Source: an optimization exercise on an open RTL-to-GDS flow (aim: small area, a short achievable clock period and few clock cycles). Production flows keep margins and buffers that such runs may drop. The RTL was checked by simulation tests, not by an equivalence proof against the original design. Power figures rest on the tool's default switching activity, not on a simulated workload.

**flow/config.mk**
```make
export PLATFORM = sky130hd
export DESIGN_NAME = LCD_CTRL
export DESIGN_NICKNAME = LCD_CTRL
export VERILOG_FILES = /design/flow/design.v
export SDC_FILE = /design/flow/constraint.sdc
export NUM_CORES = 8
export LEC_CHECK = 0
export ABC_AREA = 1
export CAP_MARGIN = 20
export CORE_MARGIN = 2
export CORE_UTILIZATION = 55
export CTS_CLUSTER_DIAMETER = 100
export CTS_CLUSTER_SIZE = 24
export SLEW_MARGIN = 20
export SYNTH_HIERARCHICAL = 1
```
**flow/constraint.sdc**
```tcl
create_clock -name core_clock -period 10.0 [get_ports {clk}]
set_input_delay 2.0000 -clock core_clock [delete_from_list [all_inputs] [get_ports {clk}]]
set_output_delay 2.0000 -clock core_clock [all_outputs]
set_load 0.01 [all_outputs]
```
**flow/design.v**
```verilog
module LCD_CTRL(
    input clk, cmd_valid, reset,
    input [3:0] cmd,
    input [7:0] IROM_Q,
    output IRAM_valid, IROM_rd, busy, done,
    output [5:0] IROM_A,
    output [5:0] IRAM_A,
    output [7:0] IRAM_D
);
    reg [2:0] r, c;           
    reg [1:0] ri0, ri1, ci0, ci1;
    reg [1:0] pri0, pri1, pci0, pci1;   
    reg       busy_r, cv, cw, wph, done_r, rom_rd, ram_v;
    reg       rsp;            
    reg       smax, smin, savg;
    reg [9:0] ssum;           
    reg       sv;             
    reg [3:0] srow, scol;     
    reg [5:0] rom_a, ram_a, wend;
    reg [7:0] ram_d;
    reg [63:0] ld;            
    reg [7:0] x0, x1, x2, x3;  
    reg       l0, l1, l2, l3;  
    assign busy = busy_r;
    assign done = done_r;
    assign IROM_rd = rom_rd;
    assign IROM_A = rom_a;
    assign IRAM_valid = ram_v;
    assign IRAM_A = ram_a;
    assign IRAM_D = ram_d;
    wire wc = l0 & l1 & l2 & l3;              
    wire opx = cv & wc & (~savg | sv);
    wire g01 = x0 >= x1, g02 = x0 >= x2, g03 = x0 >= x3;
    wire g12 = x1 >= x2, g13 = x1 >= x3, g23 = x2 >= x3;
    wire [7:0] vmax = ({8{ g01 &  g02 &  g03}} & x0) | ({8{~g01 &  g12 &  g13}} & x1) |
                      ({8{~g02 & ~g12 &  g23}} & x2) | ({8{~g03 & ~g13 & ~g23}} & x3);
    wire [7:0] vmin = ({8{~g01 & ~g02 & ~g03}} & x0) | ({8{ g01 & ~g12 & ~g13}} & x1) |
                      ({8{ g02 &  g12 & ~g23}} & x2) | ({8{ g03 &  g13 &  g23}} & x3);
    function [8:0] add8;
        input [7:0] a, b;
        reg [7:0] g0, p0, g1, p1, g2, p2, g3;
        begin
            g0 = a & b; p0 = a ^ b;
            g1 = g0 | (p0 & {g0[6:0], 1'b0}); p1 = p0 & {p0[6:0], 1'b0};
            g2 = g1 | (p1 & {g1[5:0], 2'b0}); p2 = p1 & {p1[5:0], 2'b0};
            g3 = g2 | (p2 & {g2[3:0], 4'b0});
            add8 = {g3[7], p0 ^ {g3[6:0], 1'b0}};
        end
    endfunction
    function [9:0] add9;
        input [8:0] a, b;
        reg [8:0] g0, p0, g1, p1, g2, p2, g3, p3, g4;
        begin
            g0 = a & b; p0 = a ^ b;
            g1 = g0 | (p0 & {g0[7:0], 1'b0}); p1 = p0 & {p0[7:0], 1'b0};
            g2 = g1 | (p1 & {g1[6:0], 2'b0}); p2 = p1 & {p1[6:0], 2'b0};
            g3 = g2 | (p2 & {g2[4:0], 4'b0}); p3 = p2 & {p2[4:0], 4'b0};
            g4 = g3 | (p3 & {g3[0], 8'b0});
            add9 = {g4[8], p0 ^ {g4[7:0], 1'b0}};
        end
    endfunction
    wire [9:0] sum = add9(add8(x0, x1), add8(x2, x3));
    wire [7:0] vavg = ssum[9:2];
    wire [7:0] vsym = ({8{smax}} & vmax) | ({8{smin}} & vmin) | ({8{savg}} & vavg);
    wire [7:0] nv0 = vsym | ({8{srow[0]}} & x2) | ({8{scol[0]}} & x1);
    wire [7:0] nv1 = vsym | ({8{srow[1]}} & x3) | ({8{scol[1]}} & x0);
    wire [7:0] nv2 = vsym | ({8{srow[2]}} & x0) | ({8{scol[2]}} & x3);
    wire [7:0] nv3 = vsym | ({8{srow[3]}} & x1) | ({8{scol[3]}} & x2);
    wire [3:0] wi0 = {ri0, ci0}, wi1 = {ri0, ci1}, wi2 = {ri1, ci0}, wi3 = {ri1, ci1};
    wire [3:0] pi0 = {pri0, pci0}, pi1 = {pri0, pci1}, pi2 = {pri1, pci0}, pi3 = {pri1, pci1};
    wire chg0 = wi0 != pi0, chg1 = wi1 != pi1, chg2 = wi2 != pi2, chg3 = wi3 != pi3;
    wire land = rom_rd & ~wph;                 
    wire lb0 = land & ~rsp & ~rom_a[3] & ~rom_a[0];
    wire lb1 = land & ~rsp & ~rom_a[3] &  rom_a[0];
    wire lb2 = land & ~rsp &  rom_a[3] & ~rom_a[0];
    wire lb3 = land & ~rsp &  rom_a[3] &  rom_a[0];
    wire sh0 = land & rsp & ~rom_a[3] & ~rom_a[0];
    wire sh1 = land & rsp & ~rom_a[3] &  rom_a[0];
    wire sh2 = land & rsp &  rom_a[3] & ~rom_a[0];
    wire sh3 = land & rsp &  rom_a[3] &  rom_a[0];
    wire wstart = cw & ~wph;
    wire [7:0] wd0 = lb0 ? IROM_Q : x0;
    wire [7:0] wd1 = lb1 ? IROM_Q : x1;
    wire [7:0] wd2 = lb2 ? IROM_Q : x2;
    wire [7:0] wd3 = lb3 ? IROM_Q : x3;
    wire [7:0] y0, y1, y2, y3;
    lcd_bank b0 (.clk(clk), .wa(pi0), .wd(wd0), .ra(wi0), .rd(y0));
    lcd_bank b1 (.clk(clk), .wa(pi1), .wd(wd1), .ra(wi1), .rd(y1));
    lcd_bank b2 (.clk(clk), .wa(pi2), .wd(wd2), .ra(wi2), .rd(y2));
    lcd_bank b3 (.clk(clk), .wa(pi3), .wd(wd3), .ra(wi3), .rd(y3));
    wire [5:0] a0 = {ri0, 1'b0, ci0, 1'b0};    
    wire [5:0] a1 = {ri0, 1'b0, ci1, 1'b1};
    wire [5:0] a2 = {ri1, 1'b1, ci0, 1'b0};
    wire [5:0] a3 = {ri1, 1'b1, ci1, 1'b1};
    wire ld0 = ld[a0], ld1 = ld[a1], ld2 = ld[a2], ld3 = ld[a3];
    wire nl0 = chg0 ? (ld0 | sh0) : (l0 | lb0);
    wire nl1 = chg1 ? (ld1 | sh1) : (l1 | lb1);
    wire nl2 = chg2 ? (ld2 | sh2) : (l2 | lb2);
    wire nl3 = chg3 ? (ld3 | sh3) : (l3 | lb3);
    wire miss = ~(nl0 & nl1 & nl2 & nl3);
    wire [5:0] fa = ~nl0 ? a0 : ~nl1 ? a1 : ~nl2 ? a2 : a3;
    wire sym = smax | smin | savg;            
    wire xch = chg0 | chg1 | chg2 | chg3 | land;
    always @(posedge clk) ssum <= opx ? (sym ? {vsym, 2'b00} : ssum) : sum;
    always @(posedge clk, posedge reset) begin
        if (reset) sv <= 1'b0;
        else sv <= opx ? (sym | sv) : ~xch;
    end
    always @(posedge clk) begin
        x0 <= opx ? nv0 : chg0 ? ((sh0 & ~ld0) ? IROM_Q : y0) : lb0 ? IROM_Q : x0;
        x1 <= opx ? nv1 : chg1 ? ((sh1 & ~ld1) ? IROM_Q : y1) : lb1 ? IROM_Q : x1;
        x2 <= opx ? nv2 : chg2 ? ((sh2 & ~ld2) ? IROM_Q : y2) : lb2 ? IROM_Q : x2;
        x3 <= opx ? nv3 : chg3 ? ((sh3 & ~ld3) ? IROM_Q : y3) : lb3 ? IROM_Q : x3;
    end
    wire take = cmd_valid & ~busy_r;
    wire mu = take & (cmd == 4'd1) & (r != 3'd0);
    wire md = take & (cmd == 4'd2) & (r != 3'd6);
    wire ml = take & (cmd == 4'd3) & (c != 3'd0);
    wire mr = take & (cmd == 4'd4) & (c != 3'd6);
    wire is_op = cmd >= 4'd5;
    wire [2:0] ru = r - 3'd1, rd = r + 3'd1, cl = c - 3'd1, cr = c + 3'd1;
    wire [1:0] ru0 = ru[2:1] + {1'b0, ru[0]}, rd0 = rd[2:1] + {1'b0, rd[0]};
    wire [1:0] cl0 = cl[2:1] + {1'b0, cl[0]}, cr0 = cr[2:1] + {1'b0, cr[0]};
    wire [5:0] w = {r, c};
    wire [5:0] wfirst = wc ? w : rom_a;
    wire [5:0] wnext = (wstart ? wfirst : w) + 6'd1;
    wire [2:0] wr = wnext[5:3], wcl = wnext[2:0];
    wire       wlast = ram_v & (w == wend);     
    wire       wgo = wph & ~done_r & ~wlast;
    reg  [7:0] xs, ys;
    reg        nls;
    always @(*) begin
        case ({r[0], c[0]})
            2'b00: begin xs = x0; ys = y0; nls = ld[a0]; end
            2'b01: begin xs = x1; ys = y1; nls = ld[a1]; end
            2'b10: begin xs = x2; ys = y2; nls = ld[a2]; end
            default: begin xs = x3; ys = y3; nls = ld[a3]; end
        endcase
    end
    always @(posedge clk) begin
        ram_a <= wstart ? wfirst : w;
        ram_d <= wstart ? (wc ? xs : IROM_Q) : (nls ? ys : IROM_Q);
        if (wstart) wend <= wfirst;
    end
    wire cvn = (take & is_op) | (cv & ~opx);
    wire avgn = take ? (cmd == 4'd7) : savg;   
    wire svn = opx ? (sym | sv) : ~xch;
    wire dd = r[0] ^ c[0];                    
    always @(posedge clk, posedge reset) begin
        if (reset) begin
            r <= 3'd3; c <= 3'd3;
            ri0 <= 2'd2; ri1 <= 2'd1; ci0 <= 2'd2; ci1 <= 2'd1;
            pri0 <= 2'd2; pri1 <= 2'd1; pci0 <= 2'd2; pci1 <= 2'd1;
            busy_r <= 1'b0;
            cv <= 1'b0;
            cw <= 1'b0;
            wph <= 1'b0;
            done_r <= 1'b0;
            rom_rd <= 1'b0;
            rsp <= 1'b0;
            ram_v <= 1'b0;
            l0 <= 1'b0; l1 <= 1'b0; l2 <= 1'b0; l3 <= 1'b0;
        end else begin
            pri0 <= ri0; pri1 <= ri1; pci0 <= ci0; pci1 <= ci1;
            l0 <= nl0; l1 <= nl1; l2 <= nl2; l3 <= nl3;
            if (wph | wstart) begin
                wph <= 1'b1;
                cv <= 1'b0;
                ram_v <= wstart | wgo;
                if (wlast) done_r <= 1'b1;
                if (wstart | wgo) begin
                    r <= wr; c <= wcl;
                    ri1 <= wr[2:1]; ri0 <= wr[2:1] + {1'b0, wr[0]};
                    ci1 <= wcl[2:1]; ci0 <= wcl[2:1] + {1'b0, wcl[0]};
                end
                rom_rd <= wstart | wgo;
                rsp <= 1'b0;
            end else begin
                if (mu) begin r <= ru; ri1 <= ru[2:1]; ri0 <= ru0; end
                if (md) begin r <= rd; ri1 <= rd[2:1]; ri0 <= rd0; end
                if (ml) begin c <= cl; ci1 <= cl[2:1]; ci0 <= cl0; end
                if (mr) begin c <= cr; ci1 <= cr[2:1]; ci0 <= cr0; end
                rom_rd <= miss | mv_any;
                rsp <= mv_any;
                cv <= cvn;
                if (take & (cmd == 4'd0)) cw <= 1'b1;
                busy_r <= (take & (cmd == 4'd0)) | (cvn & (miss | (avgn & ~svn)));
            end
        end
    end
    wire mv_any = mu | md | ml | mr;
    wire [5:0] fmv = mu ? {ru, c} : md ? {r + 3'd2, c} : ml ? {r, cl} : {r, c + 3'd2};
    always @(posedge clk) rom_a <= (wph | wstart) ? wnext : mv_any ? fmv : fa;
    integer q;
    always @(posedge clk, posedge reset) begin
        if (reset) ld <= 64'd0;
        else for (q = 0; q < 64; q = q + 1) if (land && rom_a == q) ld[q] <= 1'b1;
    end
    always @(posedge clk) begin
        if (take) begin
            smax <= cmd == 4'd5;
            smin <= cmd == 4'd6;
            savg <= cmd == 4'd7;
            srow[0] <= (cmd == 4'd10) | (cmd == 4'd8 &  dd) | (cmd == 4'd9 & ~dd);
            srow[1] <= (cmd == 4'd10) | (cmd == 4'd8 & ~dd) | (cmd == 4'd9 &  dd);
            srow[2] <= (cmd == 4'd10) | (cmd == 4'd8 & ~dd) | (cmd == 4'd9 &  dd);
            srow[3] <= (cmd == 4'd10) | (cmd == 4'd8 &  dd) | (cmd == 4'd9 & ~dd);
            scol[0] <= (cmd == 4'd11) | (cmd == 4'd8 & ~dd) | (cmd == 4'd9 &  dd);
            scol[1] <= (cmd == 4'd11) | (cmd == 4'd8 &  dd) | (cmd == 4'd9 & ~dd);
            scol[2] <= (cmd == 4'd11) | (cmd == 4'd8 &  dd) | (cmd == 4'd9 & ~dd);
            scol[3] <= (cmd == 4'd11) | (cmd == 4'd8 & ~dd) | (cmd == 4'd9 &  dd);
        end
    end
endmodule
module lcd_bank(
    input clk,
    input [3:0] wa, ra,
    input [7:0] wd,
    output [7:0] rd
);
    reg [7:0] m [0:15];
    integer k;
    always @(posedge clk)
        for (k = 0; k < 16; k = k + 1)
            if (wa == k) m[k] <= wd;
    assign rd = m[ra];
endmodule
```
**flow/flow/run.sh**
```bash
#!/bin/bash
# The standard layout with three changes: plain buffers on the ports; in the otherwise standard
# (hierarchical) synthesis, the pixel banks (module lcd_bank) are mapped by an area-oriented ABC
# script (flow/bank.script) and the rest by the standard one; timing repair aiming for a setup
# slack of 7 ns at the 10 ns clock.
set -euo pipefail
here=$(pwd)
cat > own_synth.tcl <<EOF2
proc abc {args} {
  set i [lsearch -exact \$args -script]
  set a2 \$args
  lset a2 [expr {\$i + 1}] $here/flow/bank.script
  yosys abc {*}\$a2 lcd_bank
  yosys abc {*}\$args LCD_CTRL
}
EOF2
cat synth_recipe.tcl >> own_synth.tcl
export BUFFER_PORTS_ARGS="-buffer_cell sky130_fd_sc_hd__buf_4"
bash standard.sh SYNTH_SCRIPT=$here/own_synth.tcl SETUP_SLACK_MARGIN=7 finish > standard.log 2>&1
```
**flow/flow/bank.script**
```
strash
dch
amap
topo
stime -c
```
**flow/standard.sh**
```bash
#!/bin/bash
# synth_recipe.tcl (not shown) runs the flow's synth.tcl, then flattens the netlist and writes it again
# the make line also repeats each setting of config.mk as NAME=value (left out here)
make -C /OpenROAD-flow-scripts/flow DESIGN_CONFIG=/design/flow/config.mk WORK_HOME=/design/flow/orfs CLKGATE_MAP_FILE= SYNTH_SCRIPT=/design/flow/synth_recipe.tcl "${@:-finish}"
```
==> summary.txt, run 1 <==
outcome: timing/DRC/antenna clean
Fin Setup TNS: 0 ns
Final Util: 0.638
CTS tree: built
CTS Sinks: 680
Critical Path Stages: 1
Synth Cell Area: 0.0316 mm²
first-pass GRT wire length: 146,000 µm
Num CTS Buffers: 35
Port Buf Inserts: 38
grt ovf: 0
syn_nets: 2,961
Max Cap Violations: 0
WP data required: 8.00 ns
Syn Area/Cell: 11.1 µm²
area of the multi-input gates: 0.0116 mm²
GP Congestion: 0.956
Worst Setup Start Kind: register
FF/Latch Area: 0.0196 mm²
critical register-to-register path startpoint: x1[2]
Clk Latency, worst-skew pair: 0.60 ns
Die Area: 0.0594 mm²
share of cells above drive strength 1: 0.175
Max Clock Freq: 0.315 GHz
P per Cell Area: 130 mW/mm²
DR vias: 24,400
drc violations: 0
DRT antenna net count: 0
fin. max-slew vios: 0
Area Overhead vs Synth: 14.3%
skew final: 0.0283 ns
DRT Wirelength: 99,700 µm
initial DRC count: 3,146
GRT Util Overall: 0.327
final hold vios: 0
initial antenna violation count: 0
DIE WIDTH: 244 µm
WHS Endpoint: ld[2]
DRT Pass-1 Iters: 8
WS Path Type: register to output pin
synth unique cells: 64
share of flip-flops with an asynchronous set or reset: 0.140
Rel. slew slack: 0.328
Setup violations, final: 0
Crit-path slowest cell: dfrtp_1
Hold Crit Start: ld[2]
crit-path leading delay family: flip-flops
DIE HEIGHT: 244 µm
register area share after synthesis: 0.615
CTS H-tree depth: 2
Std-Cell Core Area: 0.0566 mm²
endpoint class of the critical path: output pin
CTS Buffer Depth: 3
EDFF count, synth: 532
drt via density: 6.41
Mapped Cells: 2,855
I/O pins: 39
synth warn: 9
crit-path cells: buf_6
Worst-Margin Slew: 1.00 ns
r2r worst-path depth: 20
Initial Util: 0.558
root buffer cell: clkbuf_16
Fillers: 4,482
Yosys reg bits: 680
largest net degree at the start of global routing: 57
Pleak: 0.0126 µW
number of diodes: 0
WP buf/inv: 1
Worst EP arrival: 1.17 ns
vias in the first global route: 22,800
RSZ-0062 raised after global routing: true
post-layout min period: 3.17 ns
per-cell routed wire length: 26.2 µm
Final nets: 3,131
worst-path fanout max: 2
r2r setup slk: 6.86 ns
hold path depth: 2
Min-Delay Path Class: register to register
Peak VDD IR: 0.130 mV
std cell rows: 87
top_reg_cell synth: edfxtp_1
Max stage delay on crit path: 0.44 ns
post-route clock period utilization: 0.317
RR Endpoint: ssum[9]
Clock Pin Slew Worst Setup and Hold Paths: 0.10 ns
hpwl dp: 67,700 µm
synth_stat cells, types with 23 or more instances:
master | number | share of area
o2111ai_1 | 24 | 0.0067
o211ai_1 | 47 | 0.011
nor4_1 | 61 | 0.012
clkbuf_1 | 23 | 0.0027
o21ai_1 | 37 | 0.0059
a22oi_1 | 158 | 0.038
edfxtp_1 | 532 | 0.51
nand3_1 | 122 | 0.019
clkinv_1 | 61 | 0.0072
dfxtp_1 | 53 | 0.034
ha_1 | 89 | 0.035
a21oi_1 | 145 | 0.023
nand4_1 | 62 | 0.012
inv_1 | 204 | 0.024
dfrtp_1 | 85 | 0.067
nand2_1 | 480 | 0.057
a222oi_1 | 32 | 0.010
o21bai_1 | 27 | 0.0064
nor2_1 | 213 | 0.025
o21ai_0 | 115 | 0.018
a211o_1 | 32 | 0.0089
nand2_2 | 25 | 0.0050
metal layers:
metal	global-route usage	wire length [µm]	up-vias
li1	-	-	10800
met1	0.480	40900	12100
met2	0.497	45000	1358
met3	0.0577	10100	193
met4	0.104	3570	0
met5	0	0	-
per-module statistics from Yosys, one instance, submodules excluded:
module	cells	copies in the design	flip-flops and latches
LCD_CTRL	1791	1	168
lcd_bank	266	4	128
per-stage QoR:
stage          cell area, µm²  hold WS [ns]  power (µW)  worst slack, ns  cells
5_1_grt                 36100         0.485        4810             6.72   3807
2_1_floorplan           31700         0.422        3110             6.72   2855
4_1_cts                 35200         0.461        4710             6.83   3749
3_5_place_dp            33100         0.439        3130             6.18   3647
3_3_place_gp            33000         0.434        3130             5.93   3646
6_report                36100         0.460        4700             6.83   3807
logic make-up (layout without fill, tap and decap cells):
logic type	Yosys count	after routing	synth area share
compound gates	676	676	0.143
xor+xnor	28	28	0.00800
fa+ha+maj	91	91	0.0365
buf+inv	347	541	0.0462
flops	680	680	0.615
simple gates	1033	1035	0.151
state kept, by name, summed over array words and instances (netlist names), 8 cells and up:
name and count:
b0.m 128, b1.m 128, b2.m 128, b3.m 128
ld 64, ram_d 8, ssum 8, x0 8
x1 8, x2 8, x3 8
worst max path at each step:
stage                     startpoint  slack, ns       end
after global placement        ci0[1]       5.93  ram_d[0]
final                         rom_rd       6.83   IROM_rd
after detailed placement   IROM_Q[7]       6.18     x2[7]
after CTS                     rom_rd       6.83   IROM_rd
after global routing           x1[2]       6.72   ssum[9]
after floorplan            cmd_valid       6.72  rom_a[5]
cells in the final DEF (no fill, tap or decap), drive strengths merged, types with 55 or more instances in the layout:
master  instances
a21oi         148
buf           191
dfrtp          85
ha             89
edfxtp        532
nor4           63
nor2          225
clkbuf         62
nand3         138
nand2         507
nand4          62
inv           221
o21ai         167
clkinv         55
a22oi         159
power breakdown:
| group | internal [µW] | switching, µW | leakage (µW) |
|---|---|---|---|
| Combinational | 16.5 | 38.0 | 0.00658 |
| Sequential | 3000 | 9.58 | 0.00549 |
| Clock | 721 | 912 | 0.000512 |
| Total | 3740 | 960 | 0.0126 |
final cells by class:
cell class | count | area share
sequential | 680 | 0.542
clock buffer | 59 | 0.0285
tap | 756 | 0.0262
multi-input combinational | 1830 | 0.321
clock inverter | 4 | 0.00125
inverter | 283 | 0.0317
timing repair buffer | 195 | 0.0500
timing repair:
| item | CTS | global route |
|---|---|---|
| setup buffers | 39 | 54 |
| endpoints found under the setup margin | 177 | 180 |
| pin swaps | 21 | 60 |
| gates resized for setup | 181 | 101 |
| gates cloned | 0 | 4 |
| hold buffers | 0 | 0 |
Testbench counts, summed over its fixed seeds: cycles 11,240.
==> run 2: changes to the inputs <==
--- a/flow/config.mk
+++ b/flow/config.mk
@@ -8,7 +8,7 @@
 export ABC_AREA = 1
 export CAP_MARGIN = 20
 export CORE_MARGIN = 2
-export CORE_UTILIZATION = 55
+export CORE_UTILIZATION = 62
 export CTS_CLUSTER_DIAMETER = 100
 export CTS_CLUSTER_SIZE = 24
 export SLEW_MARGIN = 20
==> run 2 against run 1 <==
Effect of this change:
- wire length shrank 4.2%
- synthesized cell count is the same
- core utilization grew 8.4 points
- first-iteration DRC count grew 9.9%
- final cell count shrank 2.0%
- register-to-register slack gained 0.02 ns
- largest power group unchanged
- largest cell class unchanged
- synthesized area is the same
==> summary.txt, run 2 <==
RR Endpoint: ssum[9]
r2r worst-path depth: 16 (-20%)
share of cells above drive strength 1: 0.185 (+0.0105)
outcome: timing/DRC/antenna clean
DRT Wirelength: 95,400 µm (-4.2%)
initial DRC count: 3,456 (+9.9%)
Max Cap Violations: 0 (unchanged)
top_reg_cell synth: edfxtp_1
I/O pins: 39 (unchanged)
Mapped Cells: 2,855 (unchanged)
grt ovf: 0 (unchanged)
Max stage delay on crit path: 0.42 ns (-0.02 ns)
Fillers: 3,566 (-20%)
first-pass GRT wire length: 141,000 µm (-3.2%)
EDFF count, synth: 532 (unchanged)
register area share after synthesis: 0.615 (unchanged)
hpwl dp: 63,900 µm (-5.5%)
CTS Sinks: 680 (unchanged)
RSZ-0062 raised after global routing: true
root buffer cell: clkbuf_16
Yosys reg bits: 680 (unchanged)
synth unique cells: 64 (unchanged)
Max Clock Freq: 0.319 GHz (+0.98%)
Critical Path Source: rom_rd
most numerous cell in the Yosys netlist: edfxtp_1
r2r setup slk: 6.88 ns (+0.02 ns)
Rel. slew slack: 0.336 (+0.00761)
drt via density: 6.59 (+2.8%)
synth warn: 9 (unchanged)
vias in the first global route: 23,000 (+1.0%)
crit-path cells: buf_6
DR vias: 24,600 (+0.68%)
final hold vios: 0 (unchanged)
post-layout min period: 3.14 ns (-0.0308 ns)
top post-synthesis cells by area: edfxtp_1 51%, dfrtp_1 6.7%, nand2_1 5.7%
worst-path fanout max: 2 (unchanged)
CTS Buffer Depth: 3 (unchanged)
WS Path Type: register to output pin
per-cell routed wire length: 25.6 µm (-2.3%)
most frequent cells in the layout: 532 x edfxtp_1, 463 x nand2_1, 207 x nor2_1, 196 x inv_1, 158 x a22oi_1
Clock Pin Slew Worst Setup and Hold Paths: 0.09 ns (about the same)
largest net degree at the start of global routing: 56 (-1.8%)
initial antenna violation count: 1 (+1)
Area Overhead vs Synth: 14.9%
Synth top cells by count: 532 x edfxtp_1, 480 x nand2_1, 213 x nor2_1
Min-Delay Path Class: register to register
drc violations: 0 (unchanged)
Synth Cell Area: 0.0316 mm² (unchanged)
hold slack: 0.459 ns (-0.000768 ns)
Initial Util: 0.628 (+0.0703)
GRT Util Overall: 0.354 (+0.0274)
Syn Area/Cell: 11.1 µm² (unchanged)
DRT antenna net count: 0 (unchanged)
WP data required: 8.00 ns (about the same)
Final Power: 4660 µW (-0.92%)
Fin Setup TNS: 0 ns (unchanged)
Crit-path slowest cell: dfrtp_1
syn_nets: 2,961 (unchanged)
most common cell after layout, fill and taps aside: edfxtp_1
Worst-Margin Slew: 0.993 ns (-0.0114 ns)
endpoint class of the critical path: output pin
Worst Setup Start Kind: register
critical register-to-register path startpoint: x3[4]
DIE WIDTH: 230 µm (-5.7%)
Num CTS Buffers: 35 (unchanged)
Critical Path Stages: 1 (unchanged)
post-synth top area share: 0.506 (unchanged)
Final nets: 3,136 (+0.16%)
P per Cell Area: 128 mW/mm² (-1.5%)
post-route clock period utilization: 0.314 (-0.00308)
area leader, netlist: edfxtp_1
GP Congestion: 0.983 (+2.8%)
fin. max-slew vios: 0 (unchanged)
std cell rows: 82 (-5.7%)
CTS H-tree depth: 2 (unchanged)
Peak VDD IR: 0.176 mV (+35%)
cts-stage hold buffer count: 0 (unchanged)
Setup violations, final: 0 (unchanged)
Pleak: 0.0127 µW (+1.1%)
Port Buf Inserts: 38 (unchanged)
Clk Latency, worst-skew pair: 0.60 ns (about the same)
Die Area: 0.0528 mm² (-11%)
end of the critical path: IROM_rd
DRT Pass-1 Iters: 6 (-2)
DIE HEIGHT: 230 µm (-5.7%)
Worst EP arrival: 1.14 ns (-0.03 ns)
Std-Cell Core Area: 0.0503 mm² (-11%)
CTS tree: built
skew final: 0.0304 ns (+0.00210 ns)
WP buf/inv: 1 (unchanged)
crit-path leading delay family: flip-flops
share of flip-flops with an asynchronous set or reset: 0.140 (unchanged)
-- run 2: cell counts after synthesis --
Identical to the previous run, type by type.
-- run 2: timing repair --
action                                  4_1_cts  5_1_grt
cloned                                        0        2
endpoints found under the setup margin      228      262
gates resized for setup                     197      119
pin swaps                                    47       84
buffers inserted                             54       60
-- run 2: worst register-to-register path: cells and delay by family, from the launching register on --
family	cells	cell delay (ns)
fa+ha+maj	2	0.71
compound gates	4	0.58
flops	1	0.51
simple gates	6	0.48
buf+inv	3	0.39
xor+xnor	1	0.23
-- run 2: per-module statistics from Yosys, one instance, submodules excluded --
module / cell area [µm²] / cells inside / times used / flip-flops and latches
lcd_bank: 4700 / 266 / 4 / 128
LCD_CTRL: 12800 / 1791 / 1 / 168
-- run 2: area by class of cell --
| type | count | area (µm²) | share of cell area |
|---|---|---|---|
| diodes | 1 | 2.50 | 0.0000689 |
| well taps | 672 | 841 | 0.0232 |
| flip-flops and latches | 680 | 19600 | 0.539 |
| multi-input cells | 1829 | 11900 | 0.327 |
| clock buffers | 58 | 962 | 0.0265 |
| clock inverters | 6 | 71.3 | 0.00196 |
| repair buffers | 201 | 1880 | 0.0517 |
| inverters | 283 | 1120 | 0.0310 |
-- run 2: cell families (layout without fill, tap and decap cells) --
family / count (synthesis) / in the layout / share of synthesized area
compound gates: 676 / 676 / 0.143
xor+xnor: 28 / 28 / 0.00800
simple gates: 1033 / 1034 / 0.151
fa+ha+maj: 91 / 91 / 0.0365
other cells: 0 / 1 / 0
flops: 680 / 680 / 0.615
buf+inv: 347 / 548 / 0.0462
-- run 2: worst min path at each step --
| stage | start | endpoint | slack, ns | cells past startpoint |
|---|---|---|---|---|
| after floorplan | ld[45] | ld[45] | 0.42 | 2 |
| after global placement | ld[34] | ld[34] | 0.43 | 2 |
| after detailed placement | ld[2] | ld[2] | 0.44 | 2 |
| after CTS | ld[2] | ld[2] | 0.46 | 2 |
| after global routing | ld[37] | ld[37] | 0.48 | 1 |
| final | ld[45] | ld[45] | 0.46 | 2 |
-- run 2: power breakdown --
part           internal, µW  total [µW]  switching [µW]
logic                  16.5        54.0            37.5
clock network           684        1590             908
registers              3000        3010            8.51
total                  3700        4660             954
-- run 2: stage by stage --
stage	cells	worst slack, ns	instance area, µm²	util
after global routing	3729	6.74	36300	0.722
after global placement	3546	5.91	32700	0.651
after CTS	3667	6.83	35100	0.699
final	3730	6.86	36300	0.722
after floorplan	2855	6.72	31700	-
after detailed placement	3549	6.18	32900	0.654
-- run 2: per-layer routing --
layer  up-vias  track usage  wire length [µm]
li1      10800            -                 -
met1     12000        0.516             37600
met2      1499        0.540             42700
met3       316       0.0608             10500
met4         0        0.134              4630
met5         -            0                 0
==> run 3: changes to the inputs <==
==> flow/flow/run.sh (replaced) <==
#!/bin/bash
# The standard layout with three changes: plain buffers on the ports; in the otherwise standard
# (hierarchical) synthesis, the pixel banks (module lcd_bank) are mapped by an area-oriented ABC
# script (flow/bank.script) and the rest by the standard one; timing repair aiming for a setup
# slack of 6.85 ns at the 10 ns clock.
set -euo pipefail
here=$(pwd)
cat > own_synth.tcl <<EOF2
proc abc {args} {
  set i [lsearch -exact \$args -script]
  set a2 \$args
  lset a2 [expr {\$i + 1}] $here/flow/bank.script
  yosys abc {*}\$a2 lcd_bank
  yosys abc {*}\$args LCD_CTRL
}
EOF2
cat synth_recipe.tcl >> own_synth.tcl
export BUFFER_PORTS_ARGS="-buffer_cell sky130_fd_sc_hd__buf_4"
bash standard.sh SYNTH_SCRIPT=$here/own_synth.tcl SETUP_SLACK_MARGIN=6.85 finish > standard.log 2>&1
--- a/flow/config.mk
+++ b/flow/config.mk
@@ -8,8 +8,6 @@
 export ABC_AREA = 1
 export CAP_MARGIN = 20
 export CORE_MARGIN = 2
-export CORE_UTILIZATION = 62
-export CTS_CLUSTER_DIAMETER = 100
-export CTS_CLUSTER_SIZE = 24
+export CORE_UTILIZATION = 55
 export SLEW_MARGIN = 20
 export SYNTH_HIERARCHICAL = 1
==> run 3 against run 2 <==
Effect of this change:
- still clean
- power rose by 22%
- maximum frequency shrank 3.9%
- critical path depth grew 6
- first-iteration DRC count decreased by 18%
- via count decreased by 0.79%
- hold slack got worse by 0.0078 ns
- count of clock-buffer cells in the layout rose by 35
- clock power rose by 64%
- critical path type is now input pin to register
==> summary.txt, run 3 <==
top post-synthesis cells by area: edfxtp_1 51%, dfrtp_1 6.7%, nand2_1 5.7%
hpwl dp: 66,800 µm (+4.4%)
adder-cell area share of the yosys netlist: 0.0365 (unchanged)
DR vias: 24,400 (-0.79%)
Worst EP arrival: 3.81 ns (+2.67 ns)
Fillers: 4,434 (+24%)
Most Crowded Layer GR: met2
crit-path leading delay family: compound AO/OA/AOI/OAI gates
post-layout min period: 3.27 ns (+0.127 ns)
syn_nets: 2,961 (unchanged)
Max Clock Freq: 0.306 GHz (-3.9%)
Clk Latency, worst-skew pair: 0.62 ns (+0.02 ns)
share of cells above drive strength 1: 0.174 (-0.0110)
r2r setup slk: 6.87 ns (about the same)
per-cell routed wire length: 25.1 µm (-2.1%)
DRT Pass-1 Iters: 7 (+1)
post-synthesis compound-gate area fraction: 0.143 (unchanged)
most numerous cell in the Yosys netlist: edfxtp_1
largest family of logic cells by synthesized area: simple AND/OR/NAND/NOR gates
DRT antenna net count: 0 (unchanged)
Max stage delay on crit path: 0.80 ns (+0.38 ns)
area share of xor/xnor cells in the synthesized design: 0.00800 (unchanged)
vias in the first global route: 23,200 (+0.55%)
drc violations: 0 (unchanged)
Worst-Margin Slew: 1.10 ns (+0.103 ns)
post-route clock period utilization: 0.327 (+0.0127)
largest net degree at the start of global routing: 54 (-3.6%)
Area Overhead vs Synth: 16.3%
root buffer cell: clkbuf_16
GRT Util Overall: 0.322 (-0.0319)
number of diodes: 0 (-1)
Peak VDD IR: 0.156 mV (-11%)
CTS Sinks: 680 (unchanged)
Synth Cell Area: 0.0316 mm² (unchanged)
Max Cap Violations: 0 (unchanged)
Final nets: 3,139 (+0.096%)
Pleak: 0.0129 µW (+1.7%)
I/O pins: 39 (unchanged)
top_reg_cell synth: edfxtp_1
met1 Track Usage GR: 0.468 (-0.0478)
outcome: timing/DRC/antenna clean
area leader, netlist: edfxtp_1
endpoint class of the critical path: register
Initial Util: 0.558 (-0.0703)
worst-path fanout max: 17 (+15)
synth unique cells: 64 (unchanged)
Worst path most repeated cell: nor2_1
Worst Setup Start Kind: input pin
initial antenna violation count: 0 (-1)
most common cell after layout, fill and taps aside: edfxtp_1
Post-Synth Simple-Gate Area: 0.151 (unchanged)
Syn Area/Cell: 11.1 µm² (unchanged)
Clock Pin Slew Worst Setup and Hold Paths: 0.06 ns (-0.03 ns)
cts-stage hold buffer count: 0 (unchanged)
Mapped Cells: 2,855 (unchanged)
std cell rows: 87 (+6.1%)
synth warn: 9 (unchanged)
DRT Wirelength: 96,400 µm (+0.95%)
multiplexer share of the synthesized area: 0 (unchanged)
CTS tree: built
CTS Buffer Depth: 3 (unchanged)
GP Congestion: 0.963 (-2.1%)
Num CTS Buffers: 70 (+100%)
met3 Track Usage GR: 0.0481 (-0.0126)
DIE HEIGHT: 244 µm (+6.1%)
drt via density: 6.34 (-3.8%)
Port Buf Inserts: 38 (unchanged)
Fin Setup TNS: 0 ns (unchanged)
Yosys reg bits: 680 (unchanged)
Final Power: 5680 µW (+22%)
WS Path Type: input pin to register
Rel. slew slack: 0.269 (-0.0662)
P per Cell Area: 155 mW/mm² (+21%)
post-synth top area share: 0.506 (unchanged)
most frequent cells in the layout: 532 x edfxtp_1, 473 x nand2_1, 211 x nor2_1, 193 x inv_1, 158 x a22oi_1
RSZ-0062 raised after global routing: true
crit-path cells: buf_4, clkinv_1, o21ai_2, nor2_1, nor2_1, a21oi_1, nand2_1
DIE WIDTH: 244 µm (+6.1%)
first-pass GRT wire length: 143,000 µm (+1.5%)
Std-Cell Core Area: 0.0566 mm² (+13%)
grt ovf: 0 (unchanged)
CTS H-tree depth: 3 (+1)
WP buf/inv: 2 (+1)
skew final: 0.0315 ns (+0.00110 ns)
met2 global-route usage: 0.486 (-0.0540)
Min-Delay Path Class: register to register
Crit-path slowest cell: o21ai_2
WP data required: 10.55 ns (+2.55 ns)
Synth top cells by count: 532 x edfxtp_1, 480 x nand2_1, 213 x nor2_1
EDFF count, synth: 532 (unchanged)
share of flip-flops with an asynchronous set or reset: 0.140 (unchanged)
Die Area: 0.0594 mm² (+13%)
register area share after synthesis: 0.615 (unchanged)
initial DRC count: 2,840 (-18%)
final hold vios: 0 (unchanged)
fin. max-slew vios: 0 (unchanged)
Setup violations, final: 0 (unchanged)
[run 3: layout make-up]
cell class	instances	area [µm²]	share of cell area
inverters	283	1110	0.0303
flip-flops and latches	680	19500	0.532
well taps	756	946	0.0258
repair buffers	169	1360	0.0371
clock inverters	36	379	0.0103
clock buffers	93	1900	0.0517
multi-input cells	1829	11500	0.313
[run 3: modules after synthesis, one instance, submodules excluded]
module | cells | copies in the design | cell area, µm²
LCD_CTRL | 1791 | 1 | 12800
lcd_bank | 266 | 4 | 4700
[run 3: cells by family after synthesis]
kind of cell	after synthesis
simple gates	1033
flops	680
compound gates	676
buf+inv	347
fa+ha+maj	91
xor+xnor	28
[run 3: timing repair]
action,CTS,global route
setup endpoints to repair,159,85
pin swaps,8,37
buffers inserted,32,39
gates resized for setup,100,110
cloned,0,1
[run 3: layer usage]
layer / up-vias / share of wire / wire length, µm
li1: 10800 / - / -
met1: 12000 / 0.42 / 40300
met2: 1303 / 0.44 / 42600
met3: 230 / 0.094 / 9060
met4: 0 / 0.045 / 4360
met5: - / 0 / 0
[run 3: power by group]
group | switching (µW) | internal [µW] | total (µW)
clock | 1080 | 1530 | 2610
combinational | 36.5 | 15.5 | 52.0
sequential | 9.03 | 3010 | 3020
total | 1130 | 4550 | 5680
[run 3: path summary, 6_finish.rpt]
check	to	start	cells past startpoint
min in group asynchronous	ld[57]	reset	2
worst max register to register	ssum[9]	x3[2]	20
worst min register to register	ld[2]	ld[2]	2
worst max-delay path	x2[5]	IROM_Q[5]	7
max in group asynchronous	rom_rd	reset	3
worst min-delay path	ld[2]	ld[2]	2
[run 3: through the flow]
stage	hold slack (ns)	area (µm²)	util	setup slack [ns]	std cells
2_1_floorplan	0.422	31600	-	6.71	2855
4_1_cts	0.454	35900	0.634	6.70	3805
6_report	0.451	36700	0.649	6.73	3846
3_5_place_dp	0.438	33000	0.583	6.03	3644
3_3_place_gp	0.433	33000	0.582	6.05	3640
5_1_grt	0.475	36700	0.649	6.65	3846
[run 3: worst register-to-register path, stage by stage, from the launching register on]
cell	delay (ns)
dfxtp_4	0.39
inv_6	0.06
ha_4	0.30
inv_4	0.04
a21oi_2	0.16
nand2_2	0.10
a21oi_2	0.13
o21bai_1	0.09
a21oi_1	0.16
nor2_1	0.07
nor2_1	0.12
xor2_1	0.20
ha_1	0.31
inv_2	0.09
nor3_2	0.04
nand2_1	0.09
o311ai_4	0.12
a21oi_2	0.22
nand2_2	0.10
nand2_2	0.07
inv_2	0.03
==> run 4: changes to the inputs <==
==> flow/flow/run.sh (replaced) <==
#!/bin/bash
# The standard layout with three changes: plain buffers on the ports; in the otherwise standard
# (hierarchical) synthesis, the pixel banks (module lcd_bank) are mapped by an area-oriented ABC
# script (flow/bank.script) and the rest by flow/top.script; timing repair aiming for a setup
# slack of 7 ns at the 10 ns clock.
set -euo pipefail
here=$(pwd)
cat > own_synth.tcl <<EOF2
proc abc {args} {
  set i [lsearch -exact \$args -script]
  set a2 \$args
  lset a2 [expr {\$i + 1}] $here/flow/bank.script
  yosys abc {*}\$a2 lcd_bank
  lset a2 [expr {\$i + 1}] $here/flow/top.script
  yosys abc {*}\$a2 LCD_CTRL
}
EOF2
cat synth_recipe.tcl >> own_synth.tcl
export BUFFER_PORTS_ARGS="-buffer_cell sky130_fd_sc_hd__buf_4"
bash standard.sh SYNTH_SCRIPT=$here/own_synth.tcl SETUP_SLACK_MARGIN=7 finish > standard.log 2>&1
==> flow/flow/top.script (new file) <==
strash
dch -f
map -B 0.9
topo
stime -c
buffer -c
upsize -c
dnsize -c
==> run 4 against run 3 <==
Effect of this change:
- still clean
- via count up 0.11%
- cell area rose by 1.8%
- synthesized area fell by 0.59%
- non-clock buffer count rose by 14
- first-iteration DRC count up 14%
- count of clock-buffer cells in the layout increased by 1
- largest power group unchanged
==> summary.txt, run 4 <==
Worst EP arrival: 3.52 ns (-0.29 ns)
most common cell after layout, fill and taps aside: edfxtp_1
area of the multi-input gates: 0.0119 mm² (+3.0%)
cts-stage hold buffer count: 0 (unchanged)
top post-synthesis cells by area: edfxtp_1 51%, dfrtp_1 6.8%, nand2_1 6.0%
Max Cap Violations: 0 (unchanged)
Worst Setup Start Kind: register
Synth Cell Area: 0.0314 mm² (-0.59%)
CTS tree: built
Max Clock Freq: 0.315 GHz (+2.7%)
grt ovf: 0 (unchanged)
synth unique cells: 63 (-1.6%)
share of flip-flops with an asynchronous set or reset: 0.140 (unchanged)
Clk Latency, worst-skew pair: 0.63 ns (about the same)
first-pass GRT wire length: 146,000 µm (+1.6%)
Synth top cells by count: 532 x edfxtp_1, 504 x nand2_1, 200 x nor2_1
P per Cell Area: 153 mW/mm² (-0.84%)
synth warn: 9 (unchanged)
DR vias: 24,400 (+0.11%)
DRT Wirelength: 97,700 µm (+1.4%)
Setup violations, final: 0 (unchanged)
post-route clock period utilization: 0.318 (-0.00871)
Yosys reg bits: 680 (unchanged)
Hold Crit Start: ld[21]
critical register-to-register path startpoint: x0[0]
GRT Util Overall: 0.327 (+0.00483)
initial antenna violation count: 1 (+1)
Port Buf Inserts: 38 (unchanged)
area leader, netlist: edfxtp_1
Peak VDD IR: 0.135 mV (-13%)
CTS Sinks: 680 (unchanged)
worst-path fanout max: 5 (-12)
largest net degree at the start of global routing: 55 (+1.9%)
vias in the first global route: 23,400 (+1.1%)
Pleak: 0.0131 µW (+1.3%)
Fin Setup TNS: 0 ns (unchanged)
Std-Cell Core Area: 0.0564 mm² (-0.38%)
per-cell routed wire length: 25.5 µm (+1.7%)
FF/Latch Area: 0.0196 mm² (+0.29%)
r2r setup slk: 6.82 ns (-0.05 ns)
post-synth top area share: 0.509 (+0.00302)
RSZ-0062 raised after global routing: true
EDFF count, synth: 532 (unchanged)
Clock Pin Slew Worst Setup and Hold Paths: 0.06 ns (about the same)
DIE WIDTH: 243 µm (-0.29%)
DRT antenna net count: 0 (unchanged)
Rel. slew slack: 0.274 (+0.00439)
CTS H-tree depth: 3 (unchanged)
most frequent cells in the layout: 532 x edfxtp_1, 484 x nand2_1, 195 x nor2_1, 173 x inv_1, 160 x a22oi_1
post-layout min period: 3.18 ns (-0.0871 ns)
fin. max-slew vios: 0 (unchanged)
Fillers: 4,384 (-1.1%)
Syn Area/Cell: 11.1 µm² (+0.18%)
WS Path Type: register to register
outcome: timing/DRC/antenna clean
Worst-Margin Slew: 1.08 ns (-0.0148 ns)
drc violations: 0 (unchanged)
design area: 0.0374 mm² (+1.8%)
syn_nets: 2,939 (-0.74%)
number of diodes: 0 (unchanged)
DIE HEIGHT: 243 µm (-0.29%)
root buffer cell: clkbuf_16
Num CTS Buffers: 71 (+1.4%)
Die Area: 0.0590 mm² (-0.59%)
placed cell area: 0.0330 mm² (-0.17%)
share of cells above drive strength 1: 0.192 (+0.0176)
register area share after synthesis: 0.619 (+0.00368)
Critical Path Source: x0[0]
endpoint class of the critical path: register
Mapped Cells: 2,833 (-0.77%)
I/O pins: 39 (unchanged)
Final nets: 3,130 (-0.29%)
Area Overhead vs Synth: 19.1%
DRT Pass-1 Iters: 7 (unchanged)
hpwl dp: 65,600 µm (-1.8%)
initial DRC count: 3,243 (+14%)
top_reg_cell synth: edfxtp_1
Initial Util: 0.557 (-0.00117)
std cell rows: 87 (unchanged)
CTS Buffer Depth: 3 (unchanged)
final hold vios: 0 (unchanged)
Min-Delay Path Class: register to register
GP Congestion: 1.06 (+10%)
skew final: 0.0261 ns (-0.00543 ns)
drt via density: 6.37 (+0.42%)
WP data required: 10.34 ns (-0.21 ns)
most numerous cell in the Yosys netlist: edfxtp_1
==> run 4: changes by cell type after synthesis, moves of 7 or more <==
cell      before  now
nand4_1       62   93
o21ai_2       15    5
nand2_1      480  504
nand3_1      122   86
inv_1        204  182
a31o_2         8    0
a21o_1         6   13
o21bai_1      27   39
nor2_1       213  200
o211ai_1      47   39
==> run 4: worst paths after layout <==
check,end,depth (start not counted)
setup / recovery,ssum[6],15
hold / removal,ld[21],2
setup reg to reg,ssum[6],15
hold reg to reg,ld[21],2
max in group asynchronous,pci1[0],3
min in group asynchronous,ld[36],2
==> run 4: kinds of logic (layout without fill, tap and decap cells) <==
kind of cell    after synthesis  in the layout  share of synthesized area
simple gates               1031           1032                      0.150
compound gates              674            674                      0.143
xor+xnor                     29             29                    0.00853
fa+ha+maj                    91             91                     0.0367
buf+inv                     328            572                     0.0433
flops                       680            680                      0.619
==> run 4: Yosys stat by module, one instance, submodules excluded <==
| module | times used | cells inside |
|---|---|---|
| lcd_bank | 4 | 266 |
| LCD_CTRL | 1 | 1769 |
==> run 4: report_power, final <==
part | leakage (µW) | internal [µW] | total [µW] | switching, µW
clock | 0.00114 | 1560 | 2670 | 1110
combinational | 0.00645 | 15.3 | 51.0 | 35.6
sequential | 0.00552 | 3010 | 3010 | 6.43
==> run 4: through the flow <==
stage / setup slack [ns] / util / hold WS (ns) / cells / power [µW]
2_1_floorplan: 6.76 / - / 0.418 / 2833 / 3100
3_3_place_gp: 6.25 / 0.584 / 0.433 / 3605 / 3120
3_5_place_dp: 6.15 / 0.585 / 0.439 / 3605 / 3130
4_1_cts: 6.81 / 0.649 / 0.453 / 3798 / 5760
5_1_grt: 6.79 / 0.663 / 0.472 / 3834 / 5870
6_report: 6.82 / 0.663 / 0.455 / 3834 / 5730
==> run 4: layout make-up <==
type | instances | share of cell area
Clock buffer | 94 | 0.0529
Clock inverter | 33 | 0.0100
Inverter | 262 | 0.0287
Timing Repair Buffer | 183 | 0.0423
Multi-Input combinational cell | 1826 | 0.317
Sequential cell | 680 | 0.524
Tap cell | 756 | 0.0253
==> run 4: what timing repair did <==
action | CTS | global route
endpoints found under the setup margin | 248 | 299
gates cloned | 0 | 1
buffers inserted | 66 | 35
pin swaps | 41 | 51
gates resized for setup | 188 | 111
==> run 4: worst max-delay path, cell delays in order, from the launching register on <==
cell and delay [ns]:
dfxtp_4 0.40, ha_4 0.18, fa_2 0.38, xnor2_2 0.16, ha_1 0.36, a21oi_2 0.16, nand2_2 0.09, nand2_1 0.09
nand2_2 0.07, nand2_1 0.07, nand2_2 0.07, nand2_2 0.06, nand2_2 0.07, buf_4 0.14, o21ai_0 0.46, nand2_1 0.12
==> run 4: routing by layer <==
metal  up-vias  global-route usage  wire (µm)
met4         2               0.126       3980
met2      1258               0.504      44400
met1     12000               0.466      40400
met5         -                   0         11
li1      10800                   -          -
met3       281              0.0564       8900
==> run 5: changes to the inputs <==
--- a/flow/design.v
+++ b/flow/design.v
@@ -101,10 +101,10 @@
     wire [5:0] fa = ~nl0 ? a0 : ~nl1 ? a1 : ~nl2 ? a2 : a3;
     wire sym = smax | smin | savg;            
     wire xch = chg0 | chg1 | chg2 | chg3 | land;
-    always @(posedge clk) ssum <= opx ? (sym ? {vsym, 2'b00} : ssum) : sum;
+    always @(posedge clk) ssum <= (opx & sym) ? {vsym, 2'b00} : sum;
     always @(posedge clk, posedge reset) begin
         if (reset) sv <= 1'b0;
-        else sv <= opx ? (sym | sv) : ~xch;
+        else sv <= opx | ~xch;
     end
     always @(posedge clk) begin
         x0 <= opx ? nv0 : chg0 ? ((sh0 & ~ld0) ? IROM_Q : y0) : lb0 ? IROM_Q : x0;
@@ -144,7 +144,7 @@
     end
     wire cvn = (take & is_op) | (cv & ~opx);
     wire avgn = take ? (cmd == 4'd7) : savg;   
-    wire svn = opx ? (sym | sv) : ~xch;
+    wire svn = opx | ~xch;
     wire dd = r[0] ^ c[0];                    
     always @(posedge clk, posedge reset) begin
         if (reset) begin
==> flow/flow/run.sh (replaced) <==
#!/bin/bash
# The standard layout with three changes: plain buffers on the ports; in the otherwise standard
# (hierarchical) synthesis, the pixel banks (module lcd_bank) are mapped by an area-oriented ABC
# script (flow/bank.script) and the rest by the standard one; timing repair aiming for a setup
# slack of 7 ns at the 10 ns clock.
set -euo pipefail
here=$(pwd)
cat > own_synth.tcl <<EOF2
proc abc {args} {
  set i [lsearch -exact \$args -script]
  set a2 \$args
  lset a2 [expr {\$i + 1}] $here/flow/bank.script
  yosys abc {*}\$a2 lcd_bank
  yosys abc {*}\$args LCD_CTRL
}
EOF2
cat synth_recipe.tcl >> own_synth.tcl
export BUFFER_PORTS_ARGS="-buffer_cell sky130_fd_sc_hd__buf_4"
bash standard.sh SYNTH_SCRIPT=$here/own_synth.tcl SETUP_SLACK_MARGIN=7 finish > standard.log 2>&1
--- a/flow/config.mk
+++ b/flow/config.mk
@@ -9,5 +9,7 @@
 export CAP_MARGIN = 20
 export CORE_MARGIN = 2
 export CORE_UTILIZATION = 55
+export CTS_CLUSTER_DIAMETER = 110
+export CTS_CLUSTER_SIZE = 27
 export SLEW_MARGIN = 20
 export SYNTH_HIERARCHICAL = 1
removed: flow/flow/top.script
==> run 5 against run 4 <==
Effect of this change:
- first-iteration DRC count decreased by 17%
- final cell count is 1.0% lower
- critical path depth shrank 14
- synthesized area shrank 0.39%
- worst setup slack lost 0.027 ns
- via count fell by 0.91%
- global-route usage is 0.90 points lower
- clock skew grew 0.012 ns
- synthesized cell count is the same
- cell area shrank 3.3%
- largest power group is now combinational logic
==> summary.txt, run 5 <==
Comb power frac: 0.547 (+0.538)
root buffer cell: clkbuf_16
syn_nets: 2,939 (unchanged)
initial DRC count: 2,682 (-17%)
Clock Pin Slew Worst Setup and Hold Paths: 0.12 ns (+0.06 ns)
design area: 0.0361 mm² (-3.3%)
Setup violations, final: 0 (unchanged)
Final nets: 3,121 (-0.29%)
GP Congestion: 0.980 (-7.8%)
GRT Util Overall: 0.318 (-0.00902)
Worst EP arrival: 1.21 ns (-2.31 ns)
outcome: timing/DRC/antenna clean
DIE HEIGHT: 242 µm (-0.19%)
P_int: 7490 µW (+64%)
Area Overhead vs Synth: 15.5%
Max Cap Violations: 0 (unchanged)
Worst Setup Start Kind: register
Synth Cell Area: 0.0313 mm² (-0.39%)
I/O pins: 39 (unchanged)
Worst-Margin Slew: 1.08 ns (-0.00187 ns)
RSZ-0062 raised after global routing: true
Yosys reg bits: 680 (unchanged)
DRT Wirelength: 96,400 µm (-1.3%)
WS Path Type: register to output pin
Max Clock Freq: 0.312 GHz (-0.86%)
Syn Area/Cell: 11.0 µm² (-0.39%)
DRT Pass-1 Iters: 8 (+1)
Clk Latency, worst-skew pair: 0.66 ns (+0.03 ns)
endpoint class of the critical path: output pin
std cell rows: 87 (unchanged)
most common cell after layout, fill and taps aside: edfxtp_1
share of cells above drive strength 1: 0.175 (-0.0169)
Crit-path slowest cell: dfrtp_1
grt ovf: 0 (unchanged)
Peak VDD IR: 0.310 mV (+130%)
P per Cell Area: 386 mW/mm² (+150%)
WP buf/inv: 1 (unchanged)
drc violations: 0 (unchanged)
Initial Util: 0.556 (-0.00108)
Clk network pwr share: 0.105 (-0.361)
Max stage delay on crit path: 0.42 ns (-0.04 ns)
number of diodes: 0 (unchanged)
Port Buf Inserts: 38 (unchanged)
most frequent cells in the layout: 524 x edfxtp_1, 399 x nand2_1, 225 x inv_1, 195 x nor2_1, 171 x buf_4
drt via density: 6.38 (+0.13%)
crit-path cells: buf_6
crit-path leading delay family: flip-flops
WP data required: 8.00 ns (-2.34 ns)
per-cell routed wire length: 25.4 µm (-0.23%)
Final Power: 13,900 µW (+140%)
CTS tree: built
DIE WIDTH: 242 µm (-0.19%)
vias in the first global route: 22,800 (-2.7%)
DRT antenna net count: 0 (unchanged)
CTS Buffer Depth: 3 (unchanged)
synth warn: 9 (unchanged)
CTS H-tree depth: 1 (-2)
Std-Cell Core Area: 0.0563 mm² (-0.19%)
area leader, netlist: edfxtp_1
top post-synthesis cells by area: edfxtp_1 50%, dfrtp_1 6.8%, nand2_1 4.9%
Pleak: 0.0133 µW (+1.5%)
sw power: 6460 µW (+460%)
post-route clock period utilization: 0.321 (+0.00275)
placed cell count: 3,610 (+0.14%)
hpwl dp: 64,500 µm (-1.6%)
most numerous cell in the Yosys netlist: edfxtp_1
placed cell area: 0.0328 mm² (-0.36%)
share of flip-flops with an asynchronous set or reset: 0.140 (unchanged)
post-synth top area share: 0.503 (-0.00571)
DR vias: 24,200 (-0.91%)
largest net degree at the start of global routing: 66 (+20%)
Fin Setup TNS: 0 ns (unchanged)
Min-Delay Path Class: register to register
Mapped Cells: 2,833 (unchanged)
skew final: 0.0381 ns (+0.0120 ns)
register area share after synthesis: 0.619 (about the same)
Num CTS Buffers: 29 (-59%)
Sw Share: 0.463 (+0.262)
Die Area: 0.0588 mm² (-0.38%)
synth unique cells: 59 (-6.3%)
first-pass GRT wire length: 142,000 µm (-2.5%)
post-layout min period: 3.21 ns (+0.0275 ns)
initial antenna violation count: 1 (unchanged)
Cell Count, Final, Fillers Out: 3,794 (-1.0%)
worst-path fanout max: 2 (-3)
cts-stage hold buffer count: 0 (unchanged)
fin. max-slew vios: 0 (unchanged)
final hold vios: 0 (unchanged)
top_reg_cell synth: edfxtp_1
Synth top cells by count: 524 x edfxtp_1, 407 x nand2_1, 237 x inv_1
sequential power share: 0.349 (-0.177)
EDFF count, synth: 524 (-1.5%)
CTS Sinks: 680 (unchanged)
Rel. slew slack: 0.278 (+0.00413)
run 5: changes by cell type after synthesis, moves of 21 or more:
cell and change:
o221ai_1 +28, inv_1 +55, nand3_1 +36, a21oi_1 -22
o211ai_1 -21, o21ai_0 +48, nand2_1 -97
run 5: metal layers:
layer  vias up  share of wire  track usage
met2      1208           0.46        0.511
li1      10800              -            -
met1     11900           0.41        0.446
met3       240          0.088       0.0454
met4         2          0.042        0.110
met5         -        0.00011            0
run 5: layout make-up:
cell class,instances,area (µm²)
clock inverter,3,58.8
tap,756,946
fill,4423,20100
multi-input combinational,1776,11600
inverter,308,1230
sequential,680,19500
timing repair buffer,219,2000
timing repair inverter,1,5.00
clock buffer,51,808
run 5: worst paths after layout:
check                      startpoint      end  slack (ns)  cells past startpoint
min in group asynchronous       reset   rom_rd        1.50                      2
setup / recovery               rom_rd  IROM_rd        6.79                      1
setup reg to reg                x3[5]    x0[7]        7.05                     15
max in group asynchronous       reset     c[2]        7.48                      3
hold / removal                 ld[22]   ld[22]        0.47                      2
hold reg to reg                ld[22]   ld[22]        0.47                      2
run 5: repair_timing:
| action | 4_1_cts | 5_1_grt |
|---|---|---|
| gates resized for setup | 201 | 100 |
| endpoints found under the setup margin | 244 | 291 |
| cloned | 1 | 3 |
| pin swaps | 27 | 55 |
| buffers inserted | 53 | 73 |
run 5: Yosys stat by module, one instance, submodules excluded:
module / flip-flops and latches / copies in the design
LCD_CTRL: 168 / 1
lcd_bank: 128 / 4
run 5: power groups by stage:
stage	logic [µW]	clock network [µW]	registers, µW
CTS	6770	1470	4830
detailed placement	6100	0	4900
finish	7630	1460	4860
floorplan	4030	0	4650
global route	8220	1570	4900
global placement	5950	0	4880
run 5: kinds of logic (layout without fill, tap and decap cells):
family | Yosys count | in the layout | share of synthesized area
flip-flops | 680 | 680 | 0.619
AO/OA/AOI/OAI | 680 | 680 | 0.144
buffers and inverters | 377 | 582 | 0.0485
XOR/XNOR | 29 | 29 | 0.00812
AND/OR/NAND/NOR | 976 | 976 | 0.144
adder cells (fa/ha/maj) | 91 | 91 | 0.0369
run 5: stage by stage:
stage,worst slack (ns),utilization,hold slack (ns)
2_1_floorplan,6.73,-,0.422
3_3_place_gp,6.16,0.583,0.436
3_5_place_dp,6.05,0.584,0.441
4_1_cts,6.78,0.624,0.465
5_1_grt,6.77,0.642,0.496
6_report,6.79,0.642,0.467
Testbench counts of run 5, summed over its fixed seeds: cycles 11,201.
==> run 6: changes to the inputs <==
--- a/flow/config.mk
+++ b/flow/config.mk
@@ -9,7 +9,8 @@
 export CAP_MARGIN = 20
 export CORE_MARGIN = 2
 export CORE_UTILIZATION = 55
-export CTS_CLUSTER_DIAMETER = 110
-export CTS_CLUSTER_SIZE = 27
+export CTS_CLUSTER_DIAMETER = 100
+export CTS_CLUSTER_SIZE = 24
 export SLEW_MARGIN = 20
 export SYNTH_HIERARCHICAL = 1
+export TNS_END_PERCENT = 10
==> run 6 against run 5 <==
Effect of this change:
- cell area rose by 0.53%
- synthesized cell count stayed put
- core utilization is 0.34 points higher
- largest cell class unchanged
- largest power group unchanged
==> summary.txt, run 6 <==
outcome: timing/DRC/antenna clean
top post-synthesis cells by area: edfxtp_1 50%, dfrtp_1 6.8%, nand2_1 4.9%
post-synth top area share: 0.503 (unchanged)
initial DRC count: 3,228 (+20%)
Initial Util: 0.556 (unchanged)
cts-stage hold buffer count: 0 (unchanged)
Worst-Margin Slew: 1.16 ns (+0.0851 ns)
synth unique cells: 59 (unchanged)
DRT Pass-1 Iters: 7 (-1)
I/O pins: 39 (unchanged)
Syn Area/Cell: 11.0 µm² (unchanged)
std cell rows: 87 (unchanged)
Clock Pin Slew Worst Setup and Hold Paths: 0.10 ns (-0.02 ns)
area leader, netlist: edfxtp_1
Clk Latency, worst-skew pair: 0.60 ns (-0.06 ns)
RSZ-0062 raised after global routing: true
initial antenna violation count: 0 (-1)
DIE HEIGHT: 242 µm (unchanged)
Num CTS Buffers: 35 (+21%)
per-cell routed wire length: 25.6 µm (+0.82%)
vias in the first global route: 23,200 (+1.7%)
share of flip-flops with an asynchronous set or reset: 0.140 (unchanged)
most numerous cell in the Yosys netlist: edfxtp_1
Std-Cell Core Area: 0.0563 mm² (unchanged)
most frequent cells in the layout: 524 x edfxtp_1, 397 x nand2_1, 227 x inv_1, 204 x buf_4, 195 x nor2_1
EDFF count, synth: 524 (unchanged)
Max stage delay on crit path: 0.42 ns (about the same)
DR vias: 24,200 (+0.15%)
Min-Delay Path Class: register to register
skew final: 0.0318 ns (-0.00630 ns)
grt ovf: 0 (unchanged)
crit-path leading delay family: compound AO/OA/AOI/OAI gates
GP Congestion: 0.967 (-1.4%)
Crit-path slowest cell: dfxtp_4
WP data required: 10.47 ns (+2.47 ns)
syn_nets: 2,939 (unchanged)
drt via density: 6.37 (-0.17%)
DRT Wirelength: 97,500 µm (+1.1%)
post-layout min period: 3.16 ns (-0.0456 ns)
synth warn: 9 (unchanged)
Synth Cell Area: 0.0313 mm² (unchanged)
post-route clock period utilization: 0.316 (-0.00456)
top_reg_cell synth: edfxtp_1
Die Area: 0.0588 mm² (unchanged)
number of diodes: 0 (unchanged)
Area Overhead vs Synth: 16.2%
share of cells above drive strength 1: 0.178 (+0.00325)
Port Buf Inserts: 38 (unchanged)
GRT Util Overall: 0.328 (+0.00974)
Max Clock Freq: 0.316 GHz (+1.4%)
Mapped Cells: 2,833 (unchanged)
Yosys reg bits: 680 (unchanged)
Peak VDD IR: 0.246 mV (-21%)
Synth top cells by count: 524 x edfxtp_1, 407 x nand2_1, 237 x inv_1
CTS H-tree depth: 2 (+1)
final hold vios: 0 (unchanged)
Final nets: 3,130 (+0.29%)
DIE WIDTH: 242 µm (unchanged)
Max Cap Violations: 0 (unchanged)
WP buf/inv: 3 (+2)
root buffer cell: clkbuf_16
register area share after synthesis: 0.619 (unchanged)
DRT antenna net count: 0 (unchanged)
Setup violations, final: 0 (unchanged)
CTS Sinks: 680 (unchanged)
Worst EP arrival: 3.63 ns (+2.42 ns)
Fin Setup TNS: 0 ns (unchanged)
fin. max-slew vios: 0 (unchanged)
hold slack: 0.459 ns (-0.00738 ns)
Worst Setup Start Kind: register
CTS tree: built
drc violations: 0 (unchanged)
crit-path cells: clkinvlp_4, ha_4, inv_2, a21oi_2, nand2_2, a21oi_2, o21bai_2, a21oi_1, nor2_1, nor2_1, xor2_1, ha_1, inv_2, nor3_2, nand2_1, o311ai_4, a211oi_2, nor2_1
endpoint class of the critical path: register
Rel. slew slack: 0.221 (-0.0569)
Worst path most repeated cell: nor2_1
P per Cell Area: 381 mW/mm² (-1.2%)
Pleak: 0.0134 µW (+0.93%)
Fillers: 4,409 (-0.32%)
worst-path fanout max: 4 (+2)
most common cell after layout, fill and taps aside: edfxtp_1
CTS Buffer Depth: 3 (unchanged)
hpwl dp: 65,500 µm (+1.5%)
WS Path Type: register to register
first-pass GRT wire length: 145,000 µm (+2.1%)
largest net degree at the start of global routing: 80 (+21%)
-- run 6: cell families (layout without fill, tap and decap cells) --
family,after synthesis,in the layout,synth area share
AND/OR/NAND/NOR,976,976,0.144
AO/OA/AOI/OAI,680,680,0.144
flip-flops,680,680,0.619
buffers and inverters,377,594,0.0485
adder cells (fa/ha/maj),91,91,0.0369
XOR/XNOR,29,29,0.00812
-- run 6: routing by layer --
metal / global-route usage / up-vias / part of all wire
li1: - / 10800 / -
met1: 0.460 / 11900 / 0.41
met2: 0.526 / 1310 / 0.46
met3: 0.0508 / 246 / 0.088
met4: 0.109 / 0 / 0.037
met5: 0 / - / 0
-- run 6: power breakdown --
| part | switching [µW] | internal (µW) | total [µW] |
|---|---|---|---|
| clock network | 906 | 722 | 1630 |
| logic | 4930 | 2430 | 7360 |
| registers | 581 | 4280 | 4860 |
| total | 6420 | 7430 | 13900 |
-- run 6: path summary, 6_finish.rpt --
check,slack (ns),startpoint,end,cells after the start
max in group asynchronous,7.51,reset,c[2],3
min in group asynchronous,1.38,reset,ld[61],2
max reg2reg,6.84,x1[2],ssum[9],18
max,6.84,x1[2],ssum[9],18
min,0.46,ld[58],ld[58],2
min reg2reg,0.46,ld[58],ld[58],2
-- run 6: area by class of cell --
type / instances / area (µm²) / area share
multi-input combinational: 1776 / 11800 / 0.324
clock buffer: 59 / 1030 / 0.0283
timing repair buffer: 223 / 1830 / 0.0502
sequential: 680 / 19500 / 0.535
tap: 756 / 946 / 0.0260
inverter: 308 / 1250 / 0.0345
clock inverter: 4 / 42.5 / 0.00117
-- run 6: Yosys stat by module (local to each module, per instance) --
module / cell area [µm²] / flops+latches
LCD_CTRL: 12500 / 168
lcd_bank: 4700 / 128
-- run 6: what timing repair did --
| action | 4_1_cts | 5_1_grt |
|---|---|---|
| gates resized for setup | 224 | 69 |
| pin swaps | 43 | 33 |
| endpoints found under the setup margin | 559 | 199 |
| setup buffers | 93 | 40 |
| cloned | 0 | 0 |
-- run 6: per-stage QoR --
step	total power [µW]	worst slack (ns)	area (µm²)	util	instances
3_5_place_dp	11000	5.92	32900	0.585	3609
4_1_cts	13300	6.84	35800	0.635	3765
5_1_grt	14600	6.71	36300	0.646	3806
3_3_place_gp	10900	6.00	32900	0.584	3608
6_report	13900	6.84	36300	0.646	3806
2_1_floorplan	8650	6.73	31300	-	2833
-- run 6: worst reg2reg max path, stage by stage (launching register included) --
cell        delay, ns
dfxtp_4          0.42
clkinvlp_4       0.13
ha_4             0.29
inv_2            0.04
a21oi_2          0.15
nand2_2          0.08
a21oi_2          0.17
o21bai_2         0.10
a21oi_1          0.17
nor2_1           0.06
nor2_1           0.12
xor2_1           0.26
ha_1             0.33
inv_2            0.12
nor3_2           0.05
nand2_1          0.10
o311ai_4         0.12
a211oi_2         0.26
nor2_1           0.06

-- port drivers added, routing unchanged --
How much do the figures lean on ideal ports? The routed layouts below were timed once more, with nothing changed but the port constraints.
Step 1 (the two cells are an assumption about what drives the block):
set clk [get_ports {clk}]
set_driving_cell -lib_cell sky130_fd_sc_hd__clkbuf_16 $clk
set_driving_cell -lib_cell sky130_fd_sc_hd__buf_2 [delete_from_list [all_inputs] $clk]
Step 2 also shifts input and output timing later by t, the mid clock arrival at the registers, as if the neighbouring blocks saw the same clock.
Slacks: ideal ports / drivers / drivers and shift; pairs: ideal ports / drivers.
run	t (ns)	slack for setup (ns)	worst setup path after step 2
run 1	0.650	6.830 / 6.762 / 6.371	input to register
run 2	0.645	6.860 / 6.799 / 6.355	input to register
run 3	0.671	6.734 / 6.765 / 6.094	input to register
run 4	0.678	6.821 / 6.787 / 6.398	input to register
run 5	0.704	6.793 / 6.727 / 6.275	input to register
run 6	0.645	6.839 / 6.785 / 6.235	input to register
After both steps setup and hold are still met in every run listed. For run 3, which loses most, drivers alone change the setup slack by +0.031 ns; drivers and shift together by -0.640 ns.
